Background: an optimization exercise with open tools, aiming at small area, a short achievable clock period and few clock cycles. Do not read the settings as production practice. At most, simulation tests tie the RTL to the original design; equivalence was not proved. For run 2, only the layout was checked, not whether the RTL still works.

## flow/design.v (module list and top-level ports; edited modules follow where they fit)
// module fir_single_chan: 390 lines
module fir_single_chan (
  input clk,
  input rst,
  output logic [15:0] data_addr_rd_o,
  output logic [15:0] data_addr_wr_o,
  input  logic [15:0] data_din_i,
  output logic [15:0] data_dout_o,
  output logic        data_we_o,
  output logic        done_intr
);
  // ...
==> flow/flow/run.sh <==
#!/bin/bash
# Own layout flow: the standard ORFS flow (standard.sh), with
#  - the ports buffered by plain buf_2 buffers instead of the delay cells buffer_ports picks,
#  - sizing not held to the cells' footprints,
#  - the slow four- and five-input AND-OR/OR-AND and wide gates added to the platform's
#    don't-use list (flow/dont_use_slow.txt), so synthesis and repair build the adders from
#    simpler, faster gates. The platform's own list is repeated from flow/dont_use_platform.txt
#    because a command-line setting replaces it.
# Registers are untouched: the synthesis is ORFS's, through the standard flow's synth_recipe.tcl.
# Each tool's output goes to a log here.
set -uo pipefail
here=$(pwd)
dont_use="$(cat "$here/flow/dont_use_platform.txt") $(cat "$here/flow/dont_use_slow.txt")"
bash standard.sh \
  'BUFFER_PORTS_ARGS=-buffer_cell sky130_fd_sc_hd__buf_2' \
  MATCH_CELL_FOOTPRINT=0 \
  "DONT_USE_CELLS=$dont_use" \
  finish > flow_make.log 2>&1
status=$?
cp -r orfs/logs flow_logs 2>/dev/null || true
exit $status
==> flow/flow/dont_use_platform.txt <==
sky130_fd_sc_hd__probe_p_8 sky130_fd_sc_hd__probec_p_8 sky130_fd_sc_hd__lpflow_bleeder_1 sky130_fd_sc_hd__lpflow_clkbufkapwr_1 sky130_fd_sc_hd__lpflow_clkbufkapwr_16 sky130_fd_sc_hd__lpflow_clkbufkapwr_2 sky130_fd_sc_hd__lpflow_clkbufkapwr_4 sky130_fd_sc_hd__lpflow_clkbufkapwr_8 sky130_fd_sc_hd__lpflow_clkinvkapwr_1 sky130_fd_sc_hd__lpflow_clkinvkapwr_16 sky130_fd_sc_hd__lpflow_clkinvkapwr_2 sky130_fd_sc_hd__lpflow_clkinvkapwr_4 sky130_fd_sc_hd__lpflow_clkinvkapwr_8 sky130_fd_sc_hd__lpflow_decapkapwr_12 sky130_fd_sc_hd__lpflow_decapkapwr_3 sky130_fd_sc_hd__lpflow_decapkapwr_4 sky130_fd_sc_hd__lpflow_decapkapwr_6 sky130_fd_sc_hd__lpflow_decapkapwr_8 sky130_fd_sc_hd__lpflow_inputiso0n_1 sky130_fd_sc_hd__lpflow_inputiso0p_1 sky130_fd_sc_hd__lpflow_inputiso1n_1 sky130_fd_sc_hd__lpflow_inputiso1p_1 sky130_fd_sc_hd__lpflow_inputisolatch_1 sky130_fd_sc_hd__lpflow_isobufsrc_1 sky130_fd_sc_hd__lpflow_isobufsrc_16 sky130_fd_sc_hd__lpflow_isobufsrc_2 sky130_fd_sc_hd__lpflow_isobufsrc_4 sky130_fd_sc_hd__lpflow_isobufsrc_8 sky130_fd_sc_hd__lpflow_isobufsrckapwr_16 sky130_fd_sc_hd__lpflow_lsbuf_lh_hl_isowell_tap_1 sky130_fd_sc_hd__lpflow_lsbuf_lh_hl_isowell_tap_2 sky130_fd_sc_hd__lpflow_lsbuf_lh_hl_isowell_tap_4 sky130_fd_sc_hd__lpflow_lsbuf_lh_isowell_4 sky130_fd_sc_hd__lpflow_lsbuf_lh_isowell_tap_1 sky130_fd_sc_hd__lpflow_lsbuf_lh_isowell_tap_2 sky130_fd_sc_hd__lpflow_lsbuf_lh_isowell_tap_4 sky130_fd_sc_hd__fill_1 sky130_fd_sc_hd__fill_2 sky130_fd_sc_hd__fill_4 sky130_fd_sc_hd__fill_8
==> flow/flow/dont_use_slow.txt <==
sky130_fd_sc_hd__a2111o_* sky130_fd_sc_hd__a2111oi_* sky130_fd_sc_hd__o2111a_* sky130_fd_sc_hd__o2111ai_* sky130_fd_sc_hd__a311o_* sky130_fd_sc_hd__a311oi_* sky130_fd_sc_hd__o311a_* sky130_fd_sc_hd__o311ai_* sky130_fd_sc_hd__a41o_* sky130_fd_sc_hd__a41oi_* sky130_fd_sc_hd__o41a_* sky130_fd_sc_hd__o41ai_* sky130_fd_sc_hd__a221o_* sky130_fd_sc_hd__a221oi_* sky130_fd_sc_hd__o221a_* sky130_fd_sc_hd__o221ai_* sky130_fd_sc_hd__a222oi_* sky130_fd_sc_hd__a32o_* sky130_fd_sc_hd__a32oi_* sky130_fd_sc_hd__o32a_* sky130_fd_sc_hd__o32ai_* sky130_fd_sc_hd__or4_* sky130_fd_sc_hd__and4_* sky130_fd_sc_hd__nor4_* sky130_fd_sc_hd__nand4_* sky130_fd_sc_hd__or4b_* sky130_fd_sc_hd__and4b_* sky130_fd_sc_hd__or4bb_* sky130_fd_sc_hd__and4bb_* sky130_fd_sc_hd__nor4b_* sky130_fd_sc_hd__nand4b_* sky130_fd_sc_hd__nand4bb_* sky130_fd_sc_hd__nor4bb_*
==> flow/standard.sh <==
#!/bin/bash
# synth_recipe.tcl (not shown) runs the flow's synth.tcl, then flattens the netlist and writes it again
# the make line also repeats each setting of config.mk as NAME=value (left out here)
make -C /OpenROAD-flow-scripts/flow DESIGN_CONFIG=/design/flow/config.mk WORK_HOME=/design/flow/orfs CLKGATE_MAP_FILE= SYNTH_SCRIPT=/design/flow/synth_recipe.tcl "${@:-finish}"
==> flow/config.mk <==
export PLATFORM = sky130hd
export DESIGN_NAME = fir_single_chan
export DESIGN_NICKNAME = fir_single_chan
export VERILOG_FILES = /design/flow/design.v
export SDC_FILE = /design/flow/constraint.sdc
export NUM_CORES = 4
export LEC_CHECK = 0
export CAP_MARGIN = 20
export CORE_MARGIN = 2
export CORE_UTILIZATION = 40
export CTS_BUF_LIST = sky130_fd_sc_hd__clkbuf_8
export CTS_CLUSTER_DIAMETER = 80
export CTS_CLUSTER_SIZE = 16
export PLACE_DENSITY = 0.6
export SETUP_SLACK_MARGIN = 3.2
export SLEW_MARGIN = 20
==> flow/constraint.sdc <==
create_clock -name core_clock -period 5.5 [get_ports {clk}]
set_input_delay 1.1000 -clock core_clock [delete_from_list [all_inputs] [get_ports {clk}]]
set_output_delay 1.1000 -clock core_clock [all_outputs]
set_load 0.01 [all_outputs]
==> impl_metrics.ini, run 1 <==
[outcome]
outcome = timing/DRC/antenna clean

[finish]
inv_count = 156
drive_gt1_frac = 0.1254
final_common_cell = dfxtp_1
signal_buffers = 74

[timing]
setup-tns-final_ps = 0
max_slew.worst_pin.slew_ps = 554.6

[synthesis]
synth.area.top_cells = dfxtp_1 48%, fa_1 16%, ha_1 8.7%, inv_1 4.5%, xnor2_1 3.6%
yosys.area.top_type = dfxtp_1
synth_cells = 1165
synth_xor_xnor_area_share = 0.05469

[setup_path]
critPathSlowestCell = dfxtp_2
path_class = flop to flop
cp-start-kind = flop
critPathBufInv = 1
worstSetupPathDepth = 10

[hold_path]
hold_depth = 0

[clock_network]
cts_resized = 9
post_cts_buffers = 3

[die]
coreArea_sq_mm = 0.03245
die_x_microns = 185.2

[detailed_routing]
wire_per_inst_microns = 12.27
routed_wl_microns = 20880
ant_nets = 0

[place]
post-dp-hpwl_microns = 16110
Testbench counts, summed over its fixed seeds: cycles 262,196.
==> run 2, diff against run 1 <==
--- a/flow/design.v
+++ b/flow/design.v
@@ -112,21 +112,542 @@
 always_ff @(posedge clk) begin
   x1 <= data_din_i;
   x2 <= x1;
   x3 <= x2;
   va <= {1'b1, vt_c16, vt_s32, vt_s31, vt_s30, vt_s29, vt_s28, vt_s27, vt_s26, vt_s25, vt_s24, vt_s23, vt_s22, vt_s21, vt_s20, vt_s19, vt_s18, vt_s17, data_din_i[0]};
   vb <= {1'b0, vt_c32, vt_c31, vt_c30, vt_c29, vt_c28, vt_c27, vt_c26, vt_c25, vt_c24, vt_c23, vt_c22, vt_c21, vt_c20, vt_c19, vt_c18, vt_c17, x3[1], x3[0]};
 end
 logic [18:0] v_n;
-assign v_n = {va[18], va[17], va[16], va[15], va[14], va[13], va[12], va[11], va[10], va[9], va[8], va[7], va[6], va[5], va[4], va[3], va[2], va[1], va[0]} + {vb[18], vb[17], vb[16], vb[15], vb[14], vb[13], vb[12], vb[11], vb[10], vb[9], vb[8], vb[7], vb[6], vb[5], vb[4], vb[3], vb[2], vb[1], vb[0]};
+logic v_n_g0_0, v_n_p0_0;
+assign v_n_g0_0 = va[0] & vb[0];
+assign v_n_p0_0 = va[0] ^ vb[0];
+logic v_n_g0_1, v_n_p0_1;
+assign v_n_g0_1 = va[1] & vb[1];
+assign v_n_p0_1 = va[1] ^ vb[1];
+logic v_n_g0_2, v_n_p0_2;
+assign v_n_g0_2 = va[2] & vb[2];
+assign v_n_p0_2 = va[2] ^ vb[2];
+logic v_n_g0_3, v_n_p0_3;
+assign v_n_g0_3 = va[3] & vb[3];
+assign v_n_p0_3 = va[3] ^ vb[3];
+logic v_n_g0_4, v_n_p0_4;
+assign v_n_g0_4 = va[4] & vb[4];
+assign v_n_p0_4 = va[4] ^ vb[4];
+logic v_n_g0_5, v_n_p0_5;
+assign v_n_g0_5 = va[5] & vb[5];
+assign v_n_p0_5 = va[5] ^ vb[5];
+logic v_n_g0_6, v_n_p0_6;
+assign v_n_g0_6 = va[6] & vb[6];
+assign v_n_p0_6 = va[6] ^ vb[6];
+logic v_n_g0_7, v_n_p0_7;
+assign v_n_g0_7 = va[7] & vb[7];
+assign v_n_p0_7 = va[7] ^ vb[7];
+logic v_n_g0_8, v_n_p0_8;
+assign v_n_g0_8 = va[8] & vb[8];
+assign v_n_p0_8 = va[8] ^ vb[8];
+logic v_n_g0_9, v_n_p0_9;
+assign v_n_g0_9 = va[9] & vb[9];
+assign v_n_p0_9 = va[9] ^ vb[9];
+logic v_n_g0_10, v_n_p0_10;
+assign v_n_g0_10 = va[10] & vb[10];
+assign v_n_p0_10 = va[10] ^ vb[10];
+logic v_n_g0_11, v_n_p0_11;
+assign v_n_g0_11 = va[11] & vb[11];
+assign v_n_p0_11 = va[11] ^ vb[11];
+logic v_n_g0_12, v_n_p0_12;
+assign v_n_g0_12 = va[12] & vb[12];
+assign v_n_p0_12 = va[12] ^ vb[12];
+logic v_n_g0_13, v_n_p0_13;
+assign v_n_g0_13 = va[13] & vb[13];
+assign v_n_p0_13 = va[13] ^ vb[13];
+logic v_n_g0_14, v_n_p0_14;
+assign v_n_g0_14 = va[14] & vb[14];
+assign v_n_p0_14 = va[14] ^ vb[14];
+logic v_n_g0_15, v_n_p0_15;
+assign v_n_g0_15 = va[15] & vb[15];
+assign v_n_p0_15 = va[15] ^ vb[15];
+logic v_n_g0_16, v_n_p0_16;
+assign v_n_g0_16 = va[16] & vb[16];
+assign v_n_p0_16 = va[16] ^ vb[16];
+logic v_n_g0_17, v_n_p0_17;
+assign v_n_g0_17 = va[17] & vb[17];
+assign v_n_p0_17 = va[17] ^ vb[17];
+logic v_n_g0_18, v_n_p0_18;
+assign v_n_g0_18 = va[18] & vb[18];
+assign v_n_p0_18 = va[18] ^ vb[18];
+logic v_n_g1_1, v_n_p1_1;
+assign v_n_g1_1 = v_n_g0_1 | (v_n_p0_1 & v_n_g0_0);
+assign v_n_p1_1 = v_n_p0_1 & v_n_p0_0;
+logic v_n_g1_3, v_n_p1_3;
+assign v_n_g1_3 = v_n_g0_3 | (v_n_p0_3 & v_n_g0_2);
+assign v_n_p1_3 = v_n_p0_3 & v_n_p0_2;
+logic v_n_g1_5, v_n_p1_5;
+assign v_n_g1_5 = v_n_g0_5 | (v_n_p0_5 & v_n_g0_4);
+assign v_n_p1_5 = v_n_p0_5 & v_n_p0_4;
+logic v_n_g1_7, v_n_p1_7;
+assign v_n_g1_7 = v_n_g0_7 | (v_n_p0_7 & v_n_g0_6);
+assign v_n_p1_7 = v_n_p0_7 & v_n_p0_6;
+logic v_n_g1_9, v_n_p1_9;
+assign v_n_g1_9 = v_n_g0_9 | (v_n_p0_9 & v_n_g0_8);
+assign v_n_p1_9 = v_n_p0_9 & v_n_p0_8;
+logic v_n_g1_11, v_n_p1_11;
+assign v_n_g1_11 = v_n_g0_11 | (v_n_p0_11 & v_n_g0_10);
+assign v_n_p1_11 = v_n_p0_11 & v_n_p0_10;
+logic v_n_g1_13, v_n_p1_13;
+assign v_n_g1_13 = v_n_g0_13 | (v_n_p0_13 & v_n_g0_12);
+assign v_n_p1_13 = v_n_p0_13 & v_n_p0_12;
+logic v_n_g1_15, v_n_p1_15;
+assign v_n_g1_15 = v_n_g0_15 | (v_n_p0_15 & v_n_g0_14);
+assign v_n_p1_15 = v_n_p0_15 & v_n_p0_14;
+logic v_n_g1_17, v_n_p1_17;
+assign v_n_g1_17 = v_n_g0_17 | (v_n_p0_17 & v_n_g0_16);
+assign v_n_p1_17 = v_n_p0_17 & v_n_p0_16;
+logic v_n_g2_3, v_n_p2_3;
+assign v_n_g2_3 = v_n_g1_3 | (v_n_p1_3 & v_n_g1_1);
+assign v_n_p2_3 = v_n_p1_3 & v_n_p1_1;
+logic v_n_g2_7, v_n_p2_7;
+assign v_n_g2_7 = v_n_g1_7 | (v_n_p1_7 & v_n_g1_5);
+assign v_n_p2_7 = v_n_p1_7 & v_n_p1_5;
+logic v_n_g2_11, v_n_p2_11;
+assign v_n_g2_11 = v_n_g1_11 | (v_n_p1_11 & v_n_g1_9);
+assign v_n_p2_11 = v_n_p1_11 & v_n_p1_9;
+logic v_n_g2_15, v_n_p2_15;
+assign v_n_g2_15 = v_n_g1_15 | (v_n_p1_15 & v_n_g1_13);
+assign v_n_p2_15 = v_n_p1_15 & v_n_p1_13;
+logic v_n_g3_7, v_n_p3_7;
+assign v_n_g3_7 = v_n_g2_7 | (v_n_p2_7 & v_n_g2_3);
+assign v_n_p3_7 = v_n_p2_7 & v_n_p2_3;
+logic v_n_g3_15, v_n_p3_15;
+assign v_n_g3_15 = v_n_g2_15 | (v_n_p2_15 & v_n_g2_11);
+assign v_n_p3_15 = v_n_p2_15 & v_n_p2_11;
+logic v_n_g4_15, v_n_p4_15;
+assign v_n_g4_15 = v_n_g3_15 | (v_n_p3_15 & v_n_g3_7);
+assign v_n_p4_15 = v_n_p3_15 & v_n_p3_7;
+logic v_n_g8_11, v_n_p8_11;
+assign v_n_g8_11 = v_n_g2_11 | (v_n_p2_11 & v_n_g3_7);
+assign v_n_p8_11 = v_n_p2_11 & v_n_p3_7;
+logic v_n_g9_5, v_n_p9_5;
+assign v_n_g9_5 = v_n_g1_5 | (v_n_p1_5 & v_n_g2_3);
+assign v_n_p9_5 = v_n_p1_5 & v_n_p2_3;
+logic v_n_g9_9, v_n_p9_9;
+assign v_n_g9_9 = v_n_g1_9 | (v_n_p1_9 & v_n_g3_7);
+assign v_n_p9_9 = v_n_p1_9 & v_n_p3_7;
+logic v_n_g9_13, v_n_p9_13;
+assign v_n_g9_13 = v_n_g1_13 | (v_n_p1_13 & v_n_g8_11);
+assign v_n_p9_13 = v_n_p1_13 & v_n_p8_11;
+logic v_n_g9_17, v_n_p9_17;
+assign v_n_g9_17 = v_n_g1_17 | (v_n_p1_17 & v_n_g4_15);
+assign v_n_p9_17 = v_n_p1_17 & v_n_p4_15;
+logic v_n_g10_2, v_n_p10_2;
+assign v_n_g10_2 = v_n_g0_2 | (v_n_p0_2 & v_n_g1_1);
+assign v_n_p10_2 = v_n_p0_2 & v_n_p1_1;
+logic v_n_g10_4, v_n_p10_4;
+assign v_n_g10_4 = v_n_g0_4 | (v_n_p0_4 & v_n_g2_3);
+assign v_n_p10_4 = v_n_p0_4 & v_n_p2_3;
+logic v_n_g10_6, v_n_p10_6;
+assign v_n_g10_6 = v_n_g0_6 | (v_n_p0_6 & v_n_g9_5);
+assign v_n_p10_6 = v_n_p0_6 & v_n_p9_5;
+logic v_n_g10_8, v_n_p10_8;
+assign v_n_g10_8 = v_n_g0_8 | (v_n_p0_8 & v_n_g3_7);
+assign v_n_p10_8 = v_n_p0_8 & v_n_p3_7;
+logic v_n_g10_10, v_n_p10_10;
+assign v_n_g10_10 = v_n_g0_10 | (v_n_p0_10 & v_n_g9_9);
+assign v_n_p10_10 = v_n_p0_10 & v_n_p9_9;
+logic v_n_g10_12, v_n_p10_12;
+assign v_n_g10_12 = v_n_g0_12 | (v_n_p0_12 & v_n_g8_11);
+assign v_n_p10_12 = v_n_p0_12 & v_n_p8_11;
+logic v_n_g10_14, v_n_p10_14;
+assign v_n_g10_14 = v_n_g0_14 | (v_n_p0_14 & v_n_g9_13);
+assign v_n_p10_14 = v_n_p0_14 & v_n_p9_13;
+logic v_n_g10_16, v_n_p10_16;
+assign v_n_g10_16 = v_n_g0_16 | (v_n_p0_16 & v_n_g4_15);
+assign v_n_p10_16 = v_n_p0_16 & v_n_p4_15;
+logic v_n_g10_18, v_n_p10_18;
+assign v_n_g10_18 = v_n_g0_18 | (v_n_p0_18 & v_n_g9_17);
+assign v_n_p10_18 = v_n_p0_18 & v_n_p9_17;
+assign v_n[0] = v_n_p0_0;
+assign v_n[1] = v_n_p0_1 ^ v_n_g0_0;
+assign v_n[2] = v_n_p0_2 ^ v_n_g1_1;
+assign v_n[3] = v_n_p0_3 ^ v_n_g10_2;
+assign v_n[4] = v_n_p0_4 ^ v_n_g2_3;
+assign v_n[5] = v_n_p0_5 ^ v_n_g10_4;
+assign v_n[6] = v_n_p0_6 ^ v_n_g9_5;
+assign v_n[7] = v_n_p0_7 ^ v_n_g10_6;
+assign v_n[8] = v_n_p0_8 ^ v_n_g3_7;
+assign v_n[9] = v_n_p0_9 ^ v_n_g10_8;
+assign v_n[10] = v_n_p0_10 ^ v_n_g9_9;
+assign v_n[11] = v_n_p0_11 ^ v_n_g10_10;
+assign v_n[12] = v_n_p0_12 ^ v_n_g8_11;
+assign v_n[13] = v_n_p0_13 ^ v_n_g10_12;
+assign v_n[14] = v_n_p0_14 ^ v_n_g9_13;
+assign v_n[15] = v_n_p0_15 ^ v_n_g10_14;
+assign v_n[16] = v_n_p0_16 ^ v_n_g4_15;
+assign v_n[17] = v_n_p0_17 ^ v_n_g10_16;
+assign v_n[18] = v_n_p0_18 ^ v_n_g9_17;
 logic [19:0] pa_n;
-assign pa_n = {v[0][18], v[0][18], v[0][17], v[0][16], v[0][15], v[0][14], v[0][13], v[0][12], v[0][11], v[0][10], v[0][9], v[0][8], v[0][7], v[0][6], v[0][5], v[0][4], v[0][3], v[0][2], v[0][1], v[0][0]} + {v[4][18], v[4][18], v[4][17], v[4][16], v[4][15], v[4][14], v[4][13], v[4][12], v[4][11], v[4][10], v[4][9], v[4][8], v[4][7], v[4][6], v[4][5], v[4][4], v[4][3], v[4][2], v[4][1], v[4][0]};
+logic pa_n_g0_0, pa_n_p0_0;
+assign pa_n_g0_0 = v[0][0] & v[4][0];
+assign pa_n_p0_0 = v[0][0] ^ v[4][0];
+logic pa_n_g0_1, pa_n_p0_1;
+assign pa_n_g0_1 = v[0][1] & v[4][1];
+assign pa_n_p0_1 = v[0][1] ^ v[4][1];
+logic pa_n_g0_2, pa_n_p0_2;
+assign pa_n_g0_2 = v[0][2] & v[4][2];
+assign pa_n_p0_2 = v[0][2] ^ v[4][2];
+logic pa_n_g0_3, pa_n_p0_3;
+assign pa_n_g0_3 = v[0][3] & v[4][3];
+assign pa_n_p0_3 = v[0][3] ^ v[4][3];
+logic pa_n_g0_4, pa_n_p0_4;
+assign pa_n_g0_4 = v[0][4] & v[4][4];
+assign pa_n_p0_4 = v[0][4] ^ v[4][4];
+logic pa_n_g0_5, pa_n_p0_5;
+assign pa_n_g0_5 = v[0][5] & v[4][5];
+assign pa_n_p0_5 = v[0][5] ^ v[4][5];
+logic pa_n_g0_6, pa_n_p0_6;
+assign pa_n_g0_6 = v[0][6] & v[4][6];
+assign pa_n_p0_6 = v[0][6] ^ v[4][6];
+logic pa_n_g0_7, pa_n_p0_7;
+assign pa_n_g0_7 = v[0][7] & v[4][7];
+assign pa_n_p0_7 = v[0][7] ^ v[4][7];
+logic pa_n_g0_8, pa_n_p0_8;
+assign pa_n_g0_8 = v[0][8] & v[4][8];
+assign pa_n_p0_8 = v[0][8] ^ v[4][8];
+logic pa_n_g0_9, pa_n_p0_9;
+assign pa_n_g0_9 = v[0][9] & v[4][9];
+assign pa_n_p0_9 = v[0][9] ^ v[4][9];
+logic pa_n_g0_10, pa_n_p0_10;
+assign pa_n_g0_10 = v[0][10] & v[4][10];
+assign pa_n_p0_10 = v[0][10] ^ v[4][10];
+logic pa_n_g0_11, pa_n_p0_11;
+assign pa_n_g0_11 = v[0][11] & v[4][11];
+assign pa_n_p0_11 = v[0][11] ^ v[4][11];
+logic pa_n_g0_12, pa_n_p0_12;
+assign pa_n_g0_12 = v[0][12] & v[4][12];
+assign pa_n_p0_12 = v[0][12] ^ v[4][12];
+logic pa_n_g0_13, pa_n_p0_13;
+assign pa_n_g0_13 = v[0][13] & v[4][13];
+assign pa_n_p0_13 = v[0][13] ^ v[4][13];
+logic pa_n_g0_14, pa_n_p0_14;
+assign pa_n_g0_14 = v[0][14] & v[4][14];
+assign pa_n_p0_14 = v[0][14] ^ v[4][14];
+logic pa_n_g0_15, pa_n_p0_15;
+assign pa_n_g0_15 = v[0][15] & v[4][15];
+assign pa_n_p0_15 = v[0][15] ^ v[4][15];
+logic pa_n_g0_16, pa_n_p0_16;
+assign pa_n_g0_16 = v[0][16] & v[4][16];
+assign pa_n_p0_16 = v[0][16] ^ v[4][16];
+logic pa_n_g0_17, pa_n_p0_17;
+assign pa_n_g0_17 = v[0][17] & v[4][17];
+assign pa_n_p0_17 = v[0][17] ^ v[4][17];
+logic pa_n_g0_18, pa_n_p0_18;
+assign pa_n_g0_18 = v[0][18] & v[4][18];
+assign pa_n_p0_18 = v[0][18] ^ v[4][18];
+logic pa_n_g0_19, pa_n_p0_19;
+assign pa_n_g0_19 = v[0][18] & v[4][18];
+assign pa_n_p0_19 = v[0][18] ^ v[4][18];
+logic pa_n_g1_1, pa_n_p1_1;
+assign pa_n_g1_1 = pa_n_g0_1 | (pa_n_p0_1 & pa_n_g0_0);
+assign pa_n_p1_1 = pa_n_p0_1 & pa_n_p0_0;
+logic pa_n_g1_3, pa_n_p1_3;
+assign pa_n_g1_3 = pa_n_g0_3 | (pa_n_p0_3 & pa_n_g0_2);
+assign pa_n_p1_3 = pa_n_p0_3 & pa_n_p0_2;
+logic pa_n_g1_5, pa_n_p1_5;
+assign pa_n_g1_5 = pa_n_g0_5 | (pa_n_p0_5 & pa_n_g0_4);
+assign pa_n_p1_5 = pa_n_p0_5 & pa_n_p0_4;
+logic pa_n_g1_7, pa_n_p1_7;
+assign pa_n_g1_7 = pa_n_g0_7 | (pa_n_p0_7 & pa_n_g0_6);
+assign pa_n_p1_7 = pa_n_p0_7 & pa_n_p0_6;
+logic pa_n_g1_9, pa_n_p1_9;
+assign pa_n_g1_9 = pa_n_g0_9 | (pa_n_p0_9 & pa_n_g0_8);
+assign pa_n_p1_9 = pa_n_p0_9 & pa_n_p0_8;
+logic pa_n_g1_11, pa_n_p1_11;
+assign pa_n_g1_11 = pa_n_g0_11 | (pa_n_p0_11 & pa_n_g0_10);
+assign pa_n_p1_11 = pa_n_p0_11 & pa_n_p0_10;
+logic pa_n_g1_13, pa_n_p1_13;
+assign pa_n_g1_13 = pa_n_g0_13 | (pa_n_p0_13 & pa_n_g0_12);
+assign pa_n_p1_13 = pa_n_p0_13 & pa_n_p0_12;
+logic pa_n_g1_15, pa_n_p1_15;
+assign pa_n_g1_15 = pa_n_g0_15 | (pa_n_p0_15 & pa_n_g0_14);
+assign pa_n_p1_15 = pa_n_p0_15 & pa_n_p0_14;
+logic pa_n_g1_17, pa_n_p1_17;
+assign pa_n_g1_17 = pa_n_g0_17 | (pa_n_p0_17 & pa_n_g0_16);
+assign pa_n_p1_17 = pa_n_p0_17 & pa_n_p0_16;
+logic pa_n_g1_19, pa_n_p1_19;
+assign pa_n_g1_19 = pa_n_g0_19 | (pa_n_p0_19 & pa_n_g0_18);
+assign pa_n_p1_19 = pa_n_p0_19 & pa_n_p0_18;
+logic pa_n_g2_3, pa_n_p2_3;
+assign pa_n_g2_3 = pa_n_g1_3 | (pa_n_p1_3 & pa_n_g1_1);
+assign pa_n_p2_3 = pa_n_p1_3 & pa_n_p1_1;
+logic pa_n_g2_7, pa_n_p2_7;
+assign pa_n_g2_7 = pa_n_g1_7 | (pa_n_p1_7 & pa_n_g1_5);
+assign pa_n_p2_7 = pa_n_p1_7 & pa_n_p1_5;
+logic pa_n_g2_11, pa_n_p2_11;
+assign pa_n_g2_11 = pa_n_g1_11 | (pa_n_p1_11 & pa_n_g1_9);
+assign pa_n_p2_11 = pa_n_p1_11 & pa_n_p1_9;
+logic pa_n_g2_15, pa_n_p2_15;
+assign pa_n_g2_15 = pa_n_g1_15 | (pa_n_p1_15 & pa_n_g1_13);
+assign pa_n_p2_15 = pa_n_p1_15 & pa_n_p1_13;
+logic pa_n_g2_19, pa_n_p2_19;
+assign pa_n_g2_19 = pa_n_g1_19 | (pa_n_p1_19 & pa_n_g1_17);
+assign pa_n_p2_19 = pa_n_p1_19 & pa_n_p1_17;
+logic pa_n_g3_7, pa_n_p3_7;
+assign pa_n_g3_7 = pa_n_g2_7 | (pa_n_p2_7 & pa_n_g2_3);
+assign pa_n_p3_7 = pa_n_p2_7 & pa_n_p2_3;
+logic pa_n_g3_15, pa_n_p3_15;
+assign pa_n_g3_15 = pa_n_g2_15 | (pa_n_p2_15 & pa_n_g2_11);
+assign pa_n_p3_15 = pa_n_p2_15 & pa_n_p2_11;
+logic pa_n_g4_15, pa_n_p4_15;
+assign pa_n_g4_15 = pa_n_g3_15 | (pa_n_p3_15 & pa_n_g3_7);
+assign pa_n_p4_15 = pa_n_p3_15 & pa_n_p3_7;
+logic pa_n_g8_11, pa_n_p8_11;
+assign pa_n_g8_11 = pa_n_g2_11 | (pa_n_p2_11 & pa_n_g3_7);
+assign pa_n_p8_11 = pa_n_p2_11 & pa_n_p3_7;
+logic pa_n_g8_19, pa_n_p8_19;
+assign pa_n_g8_19 = pa_n_g2_19 | (pa_n_p2_19 & pa_n_g4_15);
+assign pa_n_p8_19 = pa_n_p2_19 & pa_n_p4_15;
+logic pa_n_g9_5, pa_n_p9_5;
+assign pa_n_g9_5 = pa_n_g1_5 | (pa_n_p1_5 & pa_n_g2_3);
+assign pa_n_p9_5 = pa_n_p1_5 & pa_n_p2_3;
+logic pa_n_g9_9, pa_n_p9_9;
+assign pa_n_g9_9 = pa_n_g1_9 | (pa_n_p1_9 & pa_n_g3_7);
+assign pa_n_p9_9 = pa_n_p1_9 & pa_n_p3_7;
+logic pa_n_g9_13, pa_n_p9_13;
+assign pa_n_g9_13 = pa_n_g1_13 | (pa_n_p1_13 & pa_n_g8_11);
+assign pa_n_p9_13 = pa_n_p1_13 & pa_n_p8_11;
+logic pa_n_g9_17, pa_n_p9_17;
+assign pa_n_g9_17 = pa_n_g1_17 | (pa_n_p1_17 & pa_n_g4_15);
+assign pa_n_p9_17 = pa_n_p1_17 & pa_n_p4_15;
+logic pa_n_g10_2, pa_n_p10_2;
+assign pa_n_g10_2 = pa_n_g0_2 | (pa_n_p0_2 & pa_n_g1_1);
+assign pa_n_p10_2 = pa_n_p0_2 & pa_n_p1_1;
+logic pa_n_g10_4, pa_n_p10_4;
+assign pa_n_g10_4 = pa_n_g0_4 | (pa_n_p0_4 & pa_n_g2_3);
+assign pa_n_p10_4 = pa_n_p0_4 & pa_n_p2_3;
+logic pa_n_g10_6, pa_n_p10_6;
+assign pa_n_g10_6 = pa_n_g0_6 | (pa_n_p0_6 & pa_n_g9_5);
+assign pa_n_p10_6 = pa_n_p0_6 & pa_n_p9_5;
+logic pa_n_g10_8, pa_n_p10_8;
+assign pa_n_g10_8 = pa_n_g0_8 | (pa_n_p0_8 & pa_n_g3_7);
+assign pa_n_p10_8 = pa_n_p0_8 & pa_n_p3_7;
+logic pa_n_g10_10, pa_n_p10_10;
+assign pa_n_g10_10 = pa_n_g0_10 | (pa_n_p0_10 & pa_n_g9_9);
+assign pa_n_p10_10 = pa_n_p0_10 & pa_n_p9_9;
+logic pa_n_g10_12, pa_n_p10_12;
+assign pa_n_g10_12 = pa_n_g0_12 | (pa_n_p0_12 & pa_n_g8_11);
+assign pa_n_p10_12 = pa_n_p0_12 & pa_n_p8_11;
+logic pa_n_g10_14, pa_n_p10_14;
+assign pa_n_g10_14 = pa_n_g0_14 | (pa_n_p0_14 & pa_n_g9_13);
+assign pa_n_p10_14 = pa_n_p0_14 & pa_n_p9_13;
+logic pa_n_g10_16, pa_n_p10_16;
+assign pa_n_g10_16 = pa_n_g0_16 | (pa_n_p0_16 & pa_n_g4_15);
+assign pa_n_p10_16 = pa_n_p0_16 & pa_n_p4_15;
+logic pa_n_g10_18, pa_n_p10_18;
+assign pa_n_g10_18 = pa_n_g0_18 | (pa_n_p0_18 & pa_n_g9_17);
+assign pa_n_p10_18 = pa_n_p0_18 & pa_n_p9_17;
+assign pa_n[0] = pa_n_p0_0;
+assign pa_n[1] = pa_n_p0_1 ^ pa_n_g0_0;
+assign pa_n[2] = pa_n_p0_2 ^ pa_n_g1_1;
+assign pa_n[3] = pa_n_p0_3 ^ pa_n_g10_2;
+assign pa_n[4] = pa_n_p0_4 ^ pa_n_g2_3;
+assign pa_n[5] = pa_n_p0_5 ^ pa_n_g10_4;
+assign pa_n[6] = pa_n_p0_6 ^ pa_n_g9_5;
+assign pa_n[7] = pa_n_p0_7 ^ pa_n_g10_6;
+assign pa_n[8] = pa_n_p0_8 ^ pa_n_g3_7;
+assign pa_n[9] = pa_n_p0_9 ^ pa_n_g10_8;
+assign pa_n[10] = pa_n_p0_10 ^ pa_n_g9_9;
+assign pa_n[11] = pa_n_p0_11 ^ pa_n_g10_10;
+assign pa_n[12] = pa_n_p0_12 ^ pa_n_g8_11;
+assign pa_n[13] = pa_n_p0_13 ^ pa_n_g10_12;
+assign pa_n[14] = pa_n_p0_14 ^ pa_n_g9_13;
+assign pa_n[15] = pa_n_p0_15 ^ pa_n_g10_14;
+assign pa_n[16] = pa_n_p0_16 ^ pa_n_g4_15;
+assign pa_n[17] = pa_n_p0_17 ^ pa_n_g10_16;
+assign pa_n[18] = pa_n_p0_18 ^ pa_n_g9_17;
+assign pa_n[19] = pa_n_p0_19 ^ pa_n_g10_18;
 logic [19:0] pb_n;
-assign pb_n = {v[1][18], v[1][18], v[1][17], v[1][16], v[1][15], v[1][14], v[1][13], v[1][12], v[1][11], v[1][10], v[1][9], v[1][8], v[1][7], v[1][6], v[1][5], v[1][4], v[1][3], v[1][2], v[1][1], v[1][0]} + {v[3][18], v[3][18], v[3][17], v[3][16], v[3][15], v[3][14], v[3][13], v[3][12], v[3][11], v[3][10], v[3][9], v[3][8], v[3][7], v[3][6], v[3][5], v[3][4], v[3][3], v[3][2], v[3][1], v[3][0]};
+logic pb_n_g0_0, pb_n_p0_0;
+assign pb_n_g0_0 = v[1][0] & v[3][0];
+assign pb_n_p0_0 = v[1][0] ^ v[3][0];
+logic pb_n_g0_1, pb_n_p0_1;
+assign pb_n_g0_1 = v[1][1] & v[3][1];
+assign pb_n_p0_1 = v[1][1] ^ v[3][1];
+logic pb_n_g0_2, pb_n_p0_2;
+assign pb_n_g0_2 = v[1][2] & v[3][2];
+assign pb_n_p0_2 = v[1][2] ^ v[3][2];
+logic pb_n_g0_3, pb_n_p0_3;
+assign pb_n_g0_3 = v[1][3] & v[3][3];
+assign pb_n_p0_3 = v[1][3] ^ v[3][3];
+logic pb_n_g0_4, pb_n_p0_4;
+assign pb_n_g0_4 = v[1][4] & v[3][4];
+assign pb_n_p0_4 = v[1][4] ^ v[3][4];
+logic pb_n_g0_5, pb_n_p0_5;
+assign pb_n_g0_5 = v[1][5] & v[3][5];
+assign pb_n_p0_5 = v[1][5] ^ v[3][5];
+logic pb_n_g0_6, pb_n_p0_6;
+assign pb_n_g0_6 = v[1][6] & v[3][6];
+assign pb_n_p0_6 = v[1][6] ^ v[3][6];
+logic pb_n_g0_7, pb_n_p0_7;
+assign pb_n_g0_7 = v[1][7] & v[3][7];
+assign pb_n_p0_7 = v[1][7] ^ v[3][7];
+logic pb_n_g0_8, pb_n_p0_8;
+assign pb_n_g0_8 = v[1][8] & v[3][8];
+assign pb_n_p0_8 = v[1][8] ^ v[3][8];
+logic pb_n_g0_9, pb_n_p0_9;
+assign pb_n_g0_9 = v[1][9] & v[3][9];
+assign pb_n_p0_9 = v[1][9] ^ v[3][9];
+logic pb_n_g0_10, pb_n_p0_10;
+assign pb_n_g0_10 = v[1][10] & v[3][10];
+assign pb_n_p0_10 = v[1][10] ^ v[3][10];
+logic pb_n_g0_11, pb_n_p0_11;
+assign pb_n_g0_11 = v[1][11] & v[3][11];
+assign pb_n_p0_11 = v[1][11] ^ v[3][11];
+logic pb_n_g0_12, pb_n_p0_12;
+assign pb_n_g0_12 = v[1][12] & v[3][12];
+assign pb_n_p0_12 = v[1][12] ^ v[3][12];
+logic pb_n_g0_13, pb_n_p0_13;
+assign pb_n_g0_13 = v[1][13] & v[3][13];
+assign pb_n_p0_13 = v[1][13] ^ v[3][13];
+logic pb_n_g0_14, pb_n_p0_14;
+assign pb_n_g0_14 = v[1][14] & v[3][14];
+assign pb_n_p0_14 = v[1][14] ^ v[3][14];
+logic pb_n_g0_15, pb_n_p0_15;
+assign pb_n_g0_15 = v[1][15] & v[3][15];
+assign pb_n_p0_15 = v[1][15] ^ v[3][15];
+logic pb_n_g0_16, pb_n_p0_16;
+assign pb_n_g0_16 = v[1][16] & v[3][16];
+assign pb_n_p0_16 = v[1][16] ^ v[3][16];
+logic pb_n_g0_17, pb_n_p0_17;
+assign pb_n_g0_17 = v[1][17] & v[3][17];
+assign pb_n_p0_17 = v[1][17] ^ v[3][17];
+logic pb_n_g0_18, pb_n_p0_18;
+assign pb_n_g0_18 = v[1][18] & v[3][18];
+assign pb_n_p0_18 = v[1][18] ^ v[3][18];
+logic pb_n_g0_19, pb_n_p0_19;
+assign pb_n_g0_19 = v[1][18] & v[3][18];
+assign pb_n_p0_19 = v[1][18] ^ v[3][18];
+logic pb_n_g1_1, pb_n_p1_1;
+assign pb_n_g1_1 = pb_n_g0_1 | (pb_n_p0_1 & pb_n_g0_0);
+assign pb_n_p1_1 = pb_n_p0_1 & pb_n_p0_0;
+logic pb_n_g1_3, pb_n_p1_3;
+assign pb_n_g1_3 = pb_n_g0_3 | (pb_n_p0_3 & pb_n_g0_2);
+assign pb_n_p1_3 = pb_n_p0_3 & pb_n_p0_2;
+logic pb_n_g1_5, pb_n_p1_5;
+assign pb_n_g1_5 = pb_n_g0_5 | (pb_n_p0_5 & pb_n_g0_4);
+assign pb_n_p1_5 = pb_n_p0_5 & pb_n_p0_4;
+logic pb_n_g1_7, pb_n_p1_7;
+assign pb_n_g1_7 = pb_n_g0_7 | (pb_n_p0_7 & pb_n_g0_6);
+assign pb_n_p1_7 = pb_n_p0_7 & pb_n_p0_6;
+logic pb_n_g1_9, pb_n_p1_9;
+assign pb_n_g1_9 = pb_n_g0_9 | (pb_n_p0_9 & pb_n_g0_8);
+assign pb_n_p1_9 = pb_n_p0_9 & pb_n_p0_8;
+logic pb_n_g1_11, pb_n_p1_11;
+assign pb_n_g1_11 = pb_n_g0_11 | (pb_n_p0_11 & pb_n_g0_10);
+assign pb_n_p1_11 = pb_n_p0_11 & pb_n_p0_10;
+logic pb_n_g1_13, pb_n_p1_13;
+assign pb_n_g1_13 = pb_n_g0_13 | (pb_n_p0_13 & pb_n_g0_12);
+assign pb_n_p1_13 = pb_n_p0_13 & pb_n_p0_12;
+logic pb_n_g1_15, pb_n_p1_15;
+assign pb_n_g1_15 = pb_n_g0_15 | (pb_n_p0_15 & pb_n_g0_14);
+assign pb_n_p1_15 = pb_n_p0_15 & pb_n_p0_14;
+logic pb_n_g1_17, pb_n_p1_17;
+assign pb_n_g1_17 = pb_n_g0_17 | (pb_n_p0_17 & pb_n_g0_16);
+assign pb_n_p1_17 = pb_n_p0_17 & pb_n_p0_16;
+logic pb_n_g1_19, pb_n_p1_19;
+assign pb_n_g1_19 = pb_n_g0_19 | (pb_n_p0_19 & pb_n_g0_18);
+assign pb_n_p1_19 = pb_n_p0_19 & pb_n_p0_18;
+logic pb_n_g2_3, pb_n_p2_3;
+assign pb_n_g2_3 = pb_n_g1_3 | (pb_n_p1_3 & pb_n_g1_1);
+assign pb_n_p2_3 = pb_n_p1_3 & pb_n_p1_1;
+logic pb_n_g2_7, pb_n_p2_7;
+assign pb_n_g2_7 = pb_n_g1_7 | (pb_n_p1_7 & pb_n_g1_5);
+assign pb_n_p2_7 = pb_n_p1_7 & pb_n_p1_5;
+logic pb_n_g2_11, pb_n_p2_11;
+assign pb_n_g2_11 = pb_n_g1_11 | (pb_n_p1_11 & pb_n_g1_9);
+assign pb_n_p2_11 = pb_n_p1_11 & pb_n_p1_9;
+logic pb_n_g2_15, pb_n_p2_15;
+assign pb_n_g2_15 = pb_n_g1_15 | (pb_n_p1_15 & pb_n_g1_13);
+assign pb_n_p2_15 = pb_n_p1_15 & pb_n_p1_13;
+logic pb_n_g2_19, pb_n_p2_19;
+assign pb_n_g2_19 = pb_n_g1_19 | (pb_n_p1_19 & pb_n_g1_17);
+assign pb_n_p2_19 = pb_n_p1_19 & pb_n_p1_17;
+logic pb_n_g3_7, pb_n_p3_7;
+assign pb_n_g3_7 = pb_n_g2_7 | (pb_n_p2_7 & pb_n_g2_3);
+assign pb_n_p3_7 = pb_n_p2_7 & pb_n_p2_3;
+logic pb_n_g3_15, pb_n_p3_15;
+assign pb_n_g3_15 = pb_n_g2_15 | (pb_n_p2_15 & pb_n_g2_11);
+assign pb_n_p3_15 = pb_n_p2_15 & pb_n_p2_11;
+logic pb_n_g4_15, pb_n_p4_15;
+assign pb_n_g4_15 = pb_n_g3_15 | (pb_n_p3_15 & pb_n_g3_7);
+assign pb_n_p4_15 = pb_n_p3_15 & pb_n_p3_7;
+logic pb_n_g8_11, pb_n_p8_11;
+assign pb_n_g8_11 = pb_n_g2_11 | (pb_n_p2_11 & pb_n_g3_7);
+assign pb_n_p8_11 = pb_n_p2_11 & pb_n_p3_7;
+logic pb_n_g8_19, pb_n_p8_19;
+assign pb_n_g8_19 = pb_n_g2_19 | (pb_n_p2_19 & pb_n_g4_15);
+assign pb_n_p8_19 = pb_n_p2_19 & pb_n_p4_15;
+logic pb_n_g9_5, pb_n_p9_5;
+assign pb_n_g9_5 = pb_n_g1_5 | (pb_n_p1_5 & pb_n_g2_3);
+assign pb_n_p9_5 = pb_n_p1_5 & pb_n_p2_3;
+logic pb_n_g9_9, pb_n_p9_9;
+assign pb_n_g9_9 = pb_n_g1_9 | (pb_n_p1_9 & pb_n_g3_7);
+assign pb_n_p9_9 = pb_n_p1_9 & pb_n_p3_7;
+logic pb_n_g9_13, pb_n_p9_13;
+assign pb_n_g9_13 = pb_n_g1_13 | (pb_n_p1_13 & pb_n_g8_11);
+assign pb_n_p9_13 = pb_n_p1_13 & pb_n_p8_11;
+logic pb_n_g9_17, pb_n_p9_17;
+assign pb_n_g9_17 = pb_n_g1_17 | (pb_n_p1_17 & pb_n_g4_15);
+assign pb_n_p9_17 = pb_n_p1_17 & pb_n_p4_15;
+logic pb_n_g10_2, pb_n_p10_2;
+assign pb_n_g10_2 = pb_n_g0_2 | (pb_n_p0_2 & pb_n_g1_1);
+assign pb_n_p10_2 = pb_n_p0_2 & pb_n_p1_1;
+logic pb_n_g10_4, pb_n_p10_4;
+assign pb_n_g10_4 = pb_n_g0_4 | (pb_n_p0_4 & pb_n_g2_3);
+assign pb_n_p10_4 = pb_n_p0_4 & pb_n_p2_3;
+logic pb_n_g10_6, pb_n_p10_6;
+assign pb_n_g10_6 = pb_n_g0_6 | (pb_n_p0_6 & pb_n_g9_5);
+assign pb_n_p10_6 = pb_n_p0_6 & pb_n_p9_5;
+logic pb_n_g10_8, pb_n_p10_8;
+assign pb_n_g10_8 = pb_n_g0_8 | (pb_n_p0_8 & pb_n_g3_7);
+assign pb_n_p10_8 = pb_n_p0_8 & pb_n_p3_7;
+logic pb_n_g10_10, pb_n_p10_10;
+assign pb_n_g10_10 = pb_n_g0_10 | (pb_n_p0_10 & pb_n_g9_9);
+assign pb_n_p10_10 = pb_n_p0_10 & pb_n_p9_9;
+logic pb_n_g10_12, pb_n_p10_12;
+assign pb_n_g10_12 = pb_n_g0_12 | (pb_n_p0_12 & pb_n_g8_11);
+assign pb_n_p10_12 = pb_n_p0_12 & pb_n_p8_11;
+logic pb_n_g10_14, pb_n_p10_14;
+assign pb_n_g10_14 = pb_n_g0_14 | (pb_n_p0_14 & pb_n_g9_13);
+assign pb_n_p10_14 = pb_n_p0_14 & pb_n_p9_13;
+logic pb_n_g10_16, pb_n_p10_16;
+assign pb_n_g10_16 = pb_n_g0_16 | (pb_n_p0_16 & pb_n_g4_15);
+assign pb_n_p10_16 = pb_n_p0_16 & pb_n_p4_15;
+logic pb_n_g10_18, pb_n_p10_18;
+assign pb_n_g10_18 = pb_n_g0_18 | (pb_n_p0_18 & pb_n_g9_17);
+assign pb_n_p10_18 = pb_n_p0_18 & pb_n_p9_17;
+assign pb_n[0] = pb_n_p0_0;
+assign pb_n[1] = pb_n_p0_1 ^ pb_n_g0_0;
+assign pb_n[2] = pb_n_p0_2 ^ pb_n_g1_1;
+assign pb_n[3] = pb_n_p0_3 ^ pb_n_g10_2;
+assign pb_n[4] = pb_n_p0_4 ^ pb_n_g2_3;
+assign pb_n[5] = pb_n_p0_5 ^ pb_n_g10_4;
+assign pb_n[6] = pb_n_p0_6 ^ pb_n_g9_5;
+assign pb_n[7] = pb_n_p0_7 ^ pb_n_g10_6;
+assign pb_n[8] = pb_n_p0_8 ^ pb_n_g3_7;
+assign pb_n[9] = pb_n_p0_9 ^ pb_n_g10_8;
+assign pb_n[10] = pb_n_p0_10 ^ pb_n_g9_9;
+assign pb_n[11] = pb_n_p0_11 ^ pb_n_g10_10;
+assign pb_n[12] = pb_n_p0_12 ^ pb_n_g8_11;
+assign pb_n[13] = pb_n_p0_13 ^ pb_n_g10_12;
+assign pb_n[14] = pb_n_p0_14 ^ pb_n_g9_13;
+assign pb_n[15] = pb_n_p0_15 ^ pb_n_g10_14;
+assign pb_n[16] = pb_n_p0_16 ^ pb_n_g4_15;
+assign pb_n[17] = pb_n_p0_17 ^ pb_n_g10_16;
+assign pb_n[18] = pb_n_p0_18 ^ pb_n_g9_17;
+assign pb_n[19] = pb_n_p0_19 ^ pb_n_g10_18;
 always_ff @(posedge clk) begin
   v[0] <= v_n;
   for (int i = 1; i < 5; i++) v[i] <= v[i-1];
   pa <= pa_n;
   pb <= pb_n;
 end
 assign pc = v[3];   
 logic cs_s1, cs_c1;
@@ -361,17 +882,235 @@
 assign cs_s77 = cs_s54 ^ 1'b1 ^ cs_c53;
 assign cs_c77 = (cs_s54 & 1'b1) | (cs_s54 & cs_c53) | (1'b1 & cs_c53);
 logic [23:0] ra, rb;
 always_ff @(posedge clk) begin
   ra <= {cs_c54, cs_s77, cs_s76, cs_s75, cs_s74, cs_s73, cs_s72, cs_s71, cs_s70, cs_s69, cs_s68, cs_s67, cs_s66, cs_s65, cs_s64, cs_s63, cs_s62, cs_s61, cs_s60, cs_s59, cs_s58, cs_s57, cs_s56, cs_s55};
   rb <= {cs_c77, cs_c76, cs_c75, cs_c74, cs_c73, cs_c72, cs_c71, cs_c70, cs_c69, cs_c68, cs_c67, cs_c66, cs_c65, cs_c64, cs_c63, cs_c62, cs_c61, cs_c60, cs_c59, cs_c58, cs_c57, cs_c56, cs_c55, 1'b1};
 end
 logic [23:0] sum;
-assign sum = {ra[23], ra[22], ra[21], ra[20], ra[19], ra[18], ra[17], ra[16], ra[15], ra[14], ra[13], ra[12], ra[11], ra[10], ra[9], ra[8], ra[7], ra[6], ra[5], ra[4], ra[3], ra[2], ra[1], ra[0]} + {rb[23], rb[22], rb[21], rb[20], rb[19], rb[18], rb[17], rb[16], rb[15], rb[14], rb[13], rb[12], rb[11], rb[10], rb[9], rb[8], rb[7], rb[6], rb[5], rb[4], rb[3], rb[2], rb[1], rb[0]};
+logic sum_g0_0, sum_p0_0;
+assign sum_g0_0 = ra[0] & rb[0];
+assign sum_p0_0 = ra[0] ^ rb[0];
+logic sum_g0_1, sum_p0_1;
+assign sum_g0_1 = ra[1] & rb[1];
+assign sum_p0_1 = ra[1] ^ rb[1];
+logic sum_g0_2, sum_p0_2;
+assign sum_g0_2 = ra[2] & rb[2];
+assign sum_p0_2 = ra[2] ^ rb[2];
+logic sum_g0_3, sum_p0_3;
+assign sum_g0_3 = ra[3] & rb[3];
+assign sum_p0_3 = ra[3] ^ rb[3];
+logic sum_g0_4, sum_p0_4;
+assign sum_g0_4 = ra[4] & rb[4];
+assign sum_p0_4 = ra[4] ^ rb[4];
+logic sum_g0_5, sum_p0_5;
+assign sum_g0_5 = ra[5] & rb[5];
+assign sum_p0_5 = ra[5] ^ rb[5];
+logic sum_g0_6, sum_p0_6;
+assign sum_g0_6 = ra[6] & rb[6];
+assign sum_p0_6 = ra[6] ^ rb[6];
+logic sum_g0_7, sum_p0_7;
+assign sum_g0_7 = ra[7] & rb[7];
+assign sum_p0_7 = ra[7] ^ rb[7];
+logic sum_g0_8, sum_p0_8;
+assign sum_g0_8 = ra[8] & rb[8];
+assign sum_p0_8 = ra[8] ^ rb[8];
+logic sum_g0_9, sum_p0_9;
+assign sum_g0_9 = ra[9] & rb[9];
+assign sum_p0_9 = ra[9] ^ rb[9];
+logic sum_g0_10, sum_p0_10;
+assign sum_g0_10 = ra[10] & rb[10];
+assign sum_p0_10 = ra[10] ^ rb[10];
+logic sum_g0_11, sum_p0_11;
+assign sum_g0_11 = ra[11] & rb[11];
+assign sum_p0_11 = ra[11] ^ rb[11];
+logic sum_g0_12, sum_p0_12;
+assign sum_g0_12 = ra[12] & rb[12];
+assign sum_p0_12 = ra[12] ^ rb[12];
+logic sum_g0_13, sum_p0_13;
+assign sum_g0_13 = ra[13] & rb[13];
+assign sum_p0_13 = ra[13] ^ rb[13];
+logic sum_g0_14, sum_p0_14;
+assign sum_g0_14 = ra[14] & rb[14];
+assign sum_p0_14 = ra[14] ^ rb[14];
+logic sum_g0_15, sum_p0_15;
+assign sum_g0_15 = ra[15] & rb[15];
+assign sum_p0_15 = ra[15] ^ rb[15];
+logic sum_g0_16, sum_p0_16;
+assign sum_g0_16 = ra[16] & rb[16];
+assign sum_p0_16 = ra[16] ^ rb[16];
+logic sum_g0_17, sum_p0_17;
+assign sum_g0_17 = ra[17] & rb[17];
+assign sum_p0_17 = ra[17] ^ rb[17];
+logic sum_g0_18, sum_p0_18;
+assign sum_g0_18 = ra[18] & rb[18];
+assign sum_p0_18 = ra[18] ^ rb[18];
+logic sum_g0_19, sum_p0_19;
+assign sum_g0_19 = ra[19] & rb[19];
+assign sum_p0_19 = ra[19] ^ rb[19];
+logic sum_g0_20, sum_p0_20;
+assign sum_g0_20 = ra[20] & rb[20];
+assign sum_p0_20 = ra[20] ^ rb[20];
+logic sum_g0_21, sum_p0_21;
+assign sum_g0_21 = ra[21] & rb[21];
+assign sum_p0_21 = ra[21] ^ rb[21];
+logic sum_g0_22, sum_p0_22;
+assign sum_g0_22 = ra[22] & rb[22];
+assign sum_p0_22 = ra[22] ^ rb[22];
+logic sum_g0_23, sum_p0_23;
+assign sum_g0_23 = ra[23] & rb[23];
+assign sum_p0_23 = ra[23] ^ rb[23];
+logic sum_g1_1, sum_p1_1;
+assign sum_g1_1 = sum_g0_1 | (sum_p0_1 & sum_g0_0);
+assign sum_p1_1 = sum_p0_1 & sum_p0_0;
+logic sum_g1_3, sum_p1_3;
+assign sum_g1_3 = sum_g0_3 | (sum_p0_3 & sum_g0_2);
+assign sum_p1_3 = sum_p0_3 & sum_p0_2;
+logic sum_g1_5, sum_p1_5;
+assign sum_g1_5 = sum_g0_5 | (sum_p0_5 & sum_g0_4);
+assign sum_p1_5 = sum_p0_5 & sum_p0_4;
+logic sum_g1_7, sum_p1_7;
+assign sum_g1_7 = sum_g0_7 | (sum_p0_7 & sum_g0_6);
+assign sum_p1_7 = sum_p0_7 & sum_p0_6;
+logic sum_g1_9, sum_p1_9;
+assign sum_g1_9 = sum_g0_9 | (sum_p0_9 & sum_g0_8);
+assign sum_p1_9 = sum_p0_9 & sum_p0_8;
+logic sum_g1_11, sum_p1_11;
+assign sum_g1_11 = sum_g0_11 | (sum_p0_11 & sum_g0_10);
+assign sum_p1_11 = sum_p0_11 & sum_p0_10;
+logic sum_g1_13, sum_p1_13;
+assign sum_g1_13 = sum_g0_13 | (sum_p0_13 & sum_g0_12);
+assign sum_p1_13 = sum_p0_13 & sum_p0_12;
+logic sum_g1_15, sum_p1_15;
+assign sum_g1_15 = sum_g0_15 | (sum_p0_15 & sum_g0_14);
+assign sum_p1_15 = sum_p0_15 & sum_p0_14;
+logic sum_g1_17, sum_p1_17;
+assign sum_g1_17 = sum_g0_17 | (sum_p0_17 & sum_g0_16);
+assign sum_p1_17 = sum_p0_17 & sum_p0_16;
+logic sum_g1_19, sum_p1_19;
+assign sum_g1_19 = sum_g0_19 | (sum_p0_19 & sum_g0_18);
+assign sum_p1_19 = sum_p0_19 & sum_p0_18;
+logic sum_g1_21, sum_p1_21;
+assign sum_g1_21 = sum_g0_21 | (sum_p0_21 & sum_g0_20);
+assign sum_p1_21 = sum_p0_21 & sum_p0_20;
+logic sum_g1_23, sum_p1_23;
+assign sum_g1_23 = sum_g0_23 | (sum_p0_23 & sum_g0_22);
+assign sum_p1_23 = sum_p0_23 & sum_p0_22;
+logic sum_g2_3, sum_p2_3;
+assign sum_g2_3 = sum_g1_3 | (sum_p1_3 & sum_g1_1);
+assign sum_p2_3 = sum_p1_3 & sum_p1_1;
+logic sum_g2_7, sum_p2_7;
+assign sum_g2_7 = sum_g1_7 | (sum_p1_7 & sum_g1_5);
+assign sum_p2_7 = sum_p1_7 & sum_p1_5;
+logic sum_g2_11, sum_p2_11;
+assign sum_g2_11 = sum_g1_11 | (sum_p1_11 & sum_g1_9);
+assign sum_p2_11 = sum_p1_11 & sum_p1_9;
+logic sum_g2_15, sum_p2_15;
+assign sum_g2_15 = sum_g1_15 | (sum_p1_15 & sum_g1_13);
+assign sum_p2_15 = sum_p1_15 & sum_p1_13;
+logic sum_g2_19, sum_p2_19;
+assign sum_g2_19 = sum_g1_19 | (sum_p1_19 & sum_g1_17);
+assign sum_p2_19 = sum_p1_19 & sum_p1_17;
+logic sum_g2_23, sum_p2_23;
+assign sum_g2_23 = sum_g1_23 | (sum_p1_23 & sum_g1_21);
+assign sum_p2_23 = sum_p1_23 & sum_p1_21;
+logic sum_g3_7, sum_p3_7;
+assign sum_g3_7 = sum_g2_7 | (sum_p2_7 & sum_g2_3);
+assign sum_p3_7 = sum_p2_7 & sum_p2_3;
+logic sum_g3_15, sum_p3_15;
+assign sum_g3_15 = sum_g2_15 | (sum_p2_15 & sum_g2_11);
+assign sum_p3_15 = sum_p2_15 & sum_p2_11;
+logic sum_g3_23, sum_p3_23;
+assign sum_g3_23 = sum_g2_23 | (sum_p2_23 & sum_g2_19);
+assign sum_p3_23 = sum_p2_23 & sum_p2_19;
+logic sum_g4_15, sum_p4_15;
+assign sum_g4_15 = sum_g3_15 | (sum_p3_15 & sum_g3_7);
+assign sum_p4_15 = sum_p3_15 & sum_p3_7;
+logic sum_g7_23, sum_p7_23;
+assign sum_g7_23 = sum_g3_23 | (sum_p3_23 & sum_g4_15);
+assign sum_p7_23 = sum_p3_23 & sum_p4_15;
+logic sum_g8_11, sum_p8_11;
+assign sum_g8_11 = sum_g2_11 | (sum_p2_11 & sum_g3_7);
+assign sum_p8_11 = sum_p2_11 & sum_p3_7;
+logic sum_g8_19, sum_p8_19;
+assign sum_g8_19 = sum_g2_19 | (sum_p2_19 & sum_g4_15);
+assign sum_p8_19 = sum_p2_19 & sum_p4_15;
+logic sum_g9_5, sum_p9_5;
+assign sum_g9_5 = sum_g1_5 | (sum_p1_5 & sum_g2_3);
+assign sum_p9_5 = sum_p1_5 & sum_p2_3;
+logic sum_g9_9, sum_p9_9;
+assign sum_g9_9 = sum_g1_9 | (sum_p1_9 & sum_g3_7);
+assign sum_p9_9 = sum_p1_9 & sum_p3_7;
+logic sum_g9_13, sum_p9_13;
+assign sum_g9_13 = sum_g1_13 | (sum_p1_13 & sum_g8_11);
+assign sum_p9_13 = sum_p1_13 & sum_p8_11;
+logic sum_g9_17, sum_p9_17;
+assign sum_g9_17 = sum_g1_17 | (sum_p1_17 & sum_g4_15);
+assign sum_p9_17 = sum_p1_17 & sum_p4_15;
+logic sum_g9_21, sum_p9_21;
+assign sum_g9_21 = sum_g1_21 | (sum_p1_21 & sum_g8_19);
+assign sum_p9_21 = sum_p1_21 & sum_p8_19;
+logic sum_g10_2, sum_p10_2;
+assign sum_g10_2 = sum_g0_2 | (sum_p0_2 & sum_g1_1);
+assign sum_p10_2 = sum_p0_2 & sum_p1_1;
+logic sum_g10_4, sum_p10_4;
+assign sum_g10_4 = sum_g0_4 | (sum_p0_4 & sum_g2_3);
+assign sum_p10_4 = sum_p0_4 & sum_p2_3;
+logic sum_g10_6, sum_p10_6;
+assign sum_g10_6 = sum_g0_6 | (sum_p0_6 & sum_g9_5);
+assign sum_p10_6 = sum_p0_6 & sum_p9_5;
+logic sum_g10_8, sum_p10_8;
+assign sum_g10_8 = sum_g0_8 | (sum_p0_8 & sum_g3_7);
+assign sum_p10_8 = sum_p0_8 & sum_p3_7;
+logic sum_g10_10, sum_p10_10;
+assign sum_g10_10 = sum_g0_10 | (sum_p0_10 & sum_g9_9);
+assign sum_p10_10 = sum_p0_10 & sum_p9_9;
+logic sum_g10_12, sum_p10_12;
+assign sum_g10_12 = sum_g0_12 | (sum_p0_12 & sum_g8_11);
+assign sum_p10_12 = sum_p0_12 & sum_p8_11;
+logic sum_g10_14, sum_p10_14;
+assign sum_g10_14 = sum_g0_14 | (sum_p0_14 & sum_g9_13);
+assign sum_p10_14 = sum_p0_14 & sum_p9_13;
+logic sum_g10_16, sum_p10_16;
+assign sum_g10_16 = sum_g0_16 | (sum_p0_16 & sum_g4_15);
+assign sum_p10_16 = sum_p0_16 & sum_p4_15;
+logic sum_g10_18, sum_p10_18;
+assign sum_g10_18 = sum_g0_18 | (sum_p0_18 & sum_g9_17);
+assign sum_p10_18 = sum_p0_18 & sum_p9_17;
+logic sum_g10_20, sum_p10_20;
+assign sum_g10_20 = sum_g0_20 | (sum_p0_20 & sum_g8_19);
+assign sum_p10_20 = sum_p0_20 & sum_p8_19;
+logic sum_g10_22, sum_p10_22;
+assign sum_g10_22 = sum_g0_22 | (sum_p0_22 & sum_g9_21);
+assign sum_p10_22 = sum_p0_22 & sum_p9_21;
+assign sum[0] = sum_p0_0;
+assign sum[1] = sum_p0_1 ^ sum_g0_0;
+assign sum[2] = sum_p0_2 ^ sum_g1_1;
+assign sum[3] = sum_p0_3 ^ sum_g10_2;
+assign sum[4] = sum_p0_4 ^ sum_g2_3;
+assign sum[5] = sum_p0_5 ^ sum_g10_4;
+assign sum[6] = sum_p0_6 ^ sum_g9_5;
+assign sum[7] = sum_p0_7 ^ sum_g10_6;
+assign sum[8] = sum_p0_8 ^ sum_g3_7;
+assign sum[9] = sum_p0_9 ^ sum_g10_8;
+assign sum[10] = sum_p0_10 ^ sum_g9_9;
+assign sum[11] = sum_p0_11 ^ sum_g10_10;
+assign sum[12] = sum_p0_12 ^ sum_g8_11;
+assign sum[13] = sum_p0_13 ^ sum_g10_12;
+assign sum[14] = sum_p0_14 ^ sum_g9_13;
+assign sum[15] = sum_p0_15 ^ sum_g10_14;
+assign sum[16] = sum_p0_16 ^ sum_g4_15;
+assign sum[17] = sum_p0_17 ^ sum_g10_16;
+assign sum[18] = sum_p0_18 ^ sum_g9_17;
+assign sum[19] = sum_p0_19 ^ sum_g10_18;
+assign sum[20] = sum_p0_20 ^ sum_g8_19;
+assign sum[21] = sum_p0_21 ^ sum_g10_20;
+assign sum[22] = sum_p0_22 ^ sum_g9_21;
+assign sum[23] = sum_p0_23 ^ sum_g10_22;
 always_ff @(posedge clk) data_dout_o <= sum[23:8];
 logic start;
 assign start = (data_addr_rd_o[3:0] == 4'd13);
 always_ff @(posedge clk) begin
   if (rst) begin
     data_addr_rd_o <= 16'd1;
     data_addr_wr_o <= 16'hfff3;
     data_we_o <= 1'b0;
==> flow/flow/run.sh (replaced) <==
#!/bin/bash
# Own layout flow: the standard ORFS flow (standard.sh, standard synthesis), with the
# ports buffered by plain buffers instead of the delay cells buffer_ports picks by default,
# and sizing not held to the cells' footprints. Each tool's output goes to a log here.
set -uo pipefail
bash standard.sh \
  'BUFFER_PORTS_ARGS=-buffer_cell sky130_fd_sc_hd__buf_2' \
  MATCH_CELL_FOOTPRINT=0 \
  finish > flow_make.log 2>&1
status=$?
cp -r orfs/logs flow_logs 2>/dev/null || true
exit $status
removed: flow/flow/dont_use_platform.txt
removed: flow/flow/dont_use_slow.txt
==> run 2 against run 1 <==
  * Clock skew decreased by 7.7 ps
  * Core utilization increased by 0.99 points
  * Die area decreased by 3.9%
  * Global-route usage decreased by 0.55 points
  * Via count decreased by 14%
  * Non-clock buffer count increased by 15
  * Critical endpoint is now pa[14]
==> impl_metrics.ini, run 2 <==
[outcome]
outcome = timing/DRC/antenna clean

[finish]
reg_top3 = v (95), ra (24), rb (23)
final_common_cell = dfxtp_1
layout_common_cells = 282 x dfxtp_1, 157 x inv_1, 123 x fa_1, 75 x ha_1, 67 x buf_2
n_antenna_cell = 0
drive_gt1_frac = 0.1931
syn2layout_area_growth_pct = 13.64
final_nets = 1340
final_area_sq_mm = 0.01434
regMostFlops = v
largest_reg_flops = 95
utilization = 0.4578

[place]
post-dp-hpwl_microns = 14000
placed_area_sq_mm = 0.01346
gp_congestion = 0.7837
portBuffers = 67

[setup_path]
cp-start-kind = flop
endpoint_kind = flop
r2r_setup_slack_ps = 3100
crit_family = adder cells
path_cells = ha_4 > inv_2 > fa_2 > nor2b_4 > a221oi_4 > o31a_1 > nand3b_4 > o311ai_4 > fa_1
cp.arrival_ps = 2830
critPathSlowestCell = fa_1
path_class = flop to flop
worstSetupPathDepth = 9
crit_path_max_fanout = 4
critPathBufInv = 1
r2r_cells = 9
required_ps = 5930
slowest_delay_ps = 440

[synthesis]
synth_adder_area_share = 0.3049
ys_top_cells_by_count = 315 x dfxtp_1, 160 x inv_1, 139 x fa_1
avgSynthCellArea_sq_um = 12.77
yosysMostFrequentCell = dfxtp_1
synth_edf_count = 0
ys_seq_elements = 315
synth_cells = 988
synth_nets = 1230
synthDistinctLibCells = 51
synth_top_family_by_area = adder cells
yosysWarnings = 2
synth_flop_cell = dfxtp_1
synth_xor_xnor_area_share = 0.03541
synth_top_area_frac = 0.4999
synth.area.mux_share = 0
seq_area_frac_synth = 0.4999
async_flop_share = 0
synth-simple-area-share = 0.05941
synth_compound_area_frac = 0.05128
synth_area_sq_mm = 0.01261
yosys.area.top_type = dfxtp_1
synth.area.top_cells = dfxtp_1 50%, fa_1 22%, ha_1 8.4%, inv_1 4.8%, xor2_1 2.4%

[detailed_routing]
wire_per_inst_microns = 12.24
drt_iter0_drc = 195
ant_nets = 0
routed_via_density = 4.383
routed_wl_microns = 18360
vias = 6574
first_pass_iters = 4
drc = 0

[die]
die_h_microns = 181.6
start_util = 0.4029
dieArea_sq_mm = 0.03297
coreArea_sq_mm = 0.03131
die_x_microns = 181.6
ios = 68
core.rowCount = 65

[timing]
setup-tns-final_ps = 0
rsz0062_at_grt = true
skew_ps = 14.14
fmax_ghz = 0.4163
max_slew_margin = 0.6319
max_slew.worst_pin.slew_ps = 552.2
post-route-period-util = 0.4368
holdWs_ps = 327.3
fin_crit_ps = 2402
hold_viol_final = 0
setup_viol = 0
maxSlewViolCount = 0

[hold_path]
hold_depth = 0
hold_class = flop to flop

[global_routing]
grt_pass1_vias = 7071
antenna_found_initial = 0
grtUsageTotal = 0.1173
grt_overflow = 0
grt_pass1_wl_microns = 32510
grt_max_degree = 35

[clock_network]
holdBufCountCts = 0
clock_latency_ps = 550
numClockSinks = 315
cts_tree = built
clock_path_buffers = 3
clock-root-buffer = clkbuf_8
htree_levels = 1
cts_inserted_buffers = 23
clk_pin_slew_ps = 100

[flow_run]
cap_viol_max_count = 0
-- run 2: final timing paths --
kind                              start  endpoint
worst min register to register  v[2][4]   v[3][4]
worst max-delay path            v[0][0]    pa[14]
worst max register to register  v[0][0]    pa[14]
worst min-delay path            v[2][4]   v[3][4]
-- run 2: worst register-to-register path: stages (launching register included) --
cell and delay, ps:
dfxtp_2 360, ha_4 130, inv_2 30, fa_2 360
nor2b_4 140, a221oi_4 70, o31a_1 320, nand3b_4 210
o311ai_4 230, fa_1 440
-- run 2: layer usage --
| metal | share of wire | up-vias | GRT usage | routed length, microns |
|---|---|---|---|---|
| met5 | 0 | - | 0 | 0 |
| met4 | 0.016 | 0 | 0.02927 | 289 |
| met3 | 0.056 | 23 | 0.02627 | 1022 |
| met2 | 0.44 | 102 | 0.1890 | 8080 |
| met1 | 0.49 | 3123 | 0.1612 | 8972 |
| li1 | - | 3326 | - | - |
-- run 2: logic make-up (layout without fill, tap and decap cells) --
family                   count (synthesis)  after routing
AO/OA/AOI/OAI                           98             98
adder cells (fa/ha/maj)                224            224
AND/OR/NAND/NOR                        136            136
flip-flops                             315            315
XOR/XNOR                                51             51
buffers and inverters                  164            274
-- run 2: timing repair --
item | CTS | global route
gates resized for setup | 64 | 42
pin swaps | 32 | 23
setup buffers | 13 | 9
setup endpoints to repair | 35 | 43
-- run 2: through the flow --
| stage | setup slack, ps | cells |
|---|---|---|
| after floorplan | 3181 | 988 |
| after global placement | 2916 | 1453 |
| after detailed placement | 2857 | 1453 |
| after CTS | 3010 | 1491 |
| after global routing | 3001 | 1500 |
| final | 3098 | 1500 |
-- run 2: cell type report --
| class | instances | area (sq um) |
|---|---|---|
| sequential | 315 | 6350 |
| inverter | 160 | 600.6 |
| timing repair buffer | 89 | 515.5 |
| clock inverter | 2 | 15.01 |
| multi-input combinational | 509 | 6035 |
| fill | 2786 | 16980 |
| tap | 402 | 503.0 |
| clock buffer | 23 | 316.6 |

separate check: timing with driven ports:
The results above use ideal ports. As a check the final layouts listed here were re-extracted and re-timed, cells and wires unchanged. Step 1 sets driving cells, clkbuf_16 on the clock port and buf_2 on the other inputs (assumed; they add their load-dependent delay and slew). Step 2 moves the port delays by t, midway between the first and last clock arrival at a register: inputs arrive t later, outputs are due t later. That takes back most of the time a late clock gives input paths. Three values: ideal, step 1, step 2; two values: the first two.
| run | shift t [ns] | setup WS [ns] | clock arrival spread, ns | slew at the worst register clock pin (ns) |
|---|---|---|---|---|
| run 1 | 0.593 | 3.228 / 3.228 / 3.144 | 0.024 / 0.023 | 0.10 / 0.10 |
| run 2 | 0.583 | 3.098 / 3.098 / 3.098 | 0.014 / 0.015 | 0.10 / 0.10 |
After both steps every run listed still meets setup and hold. The setup slack of run 1, which loses most, moves by 0.000 ns with the drivers and by -0.084 ns with both steps.
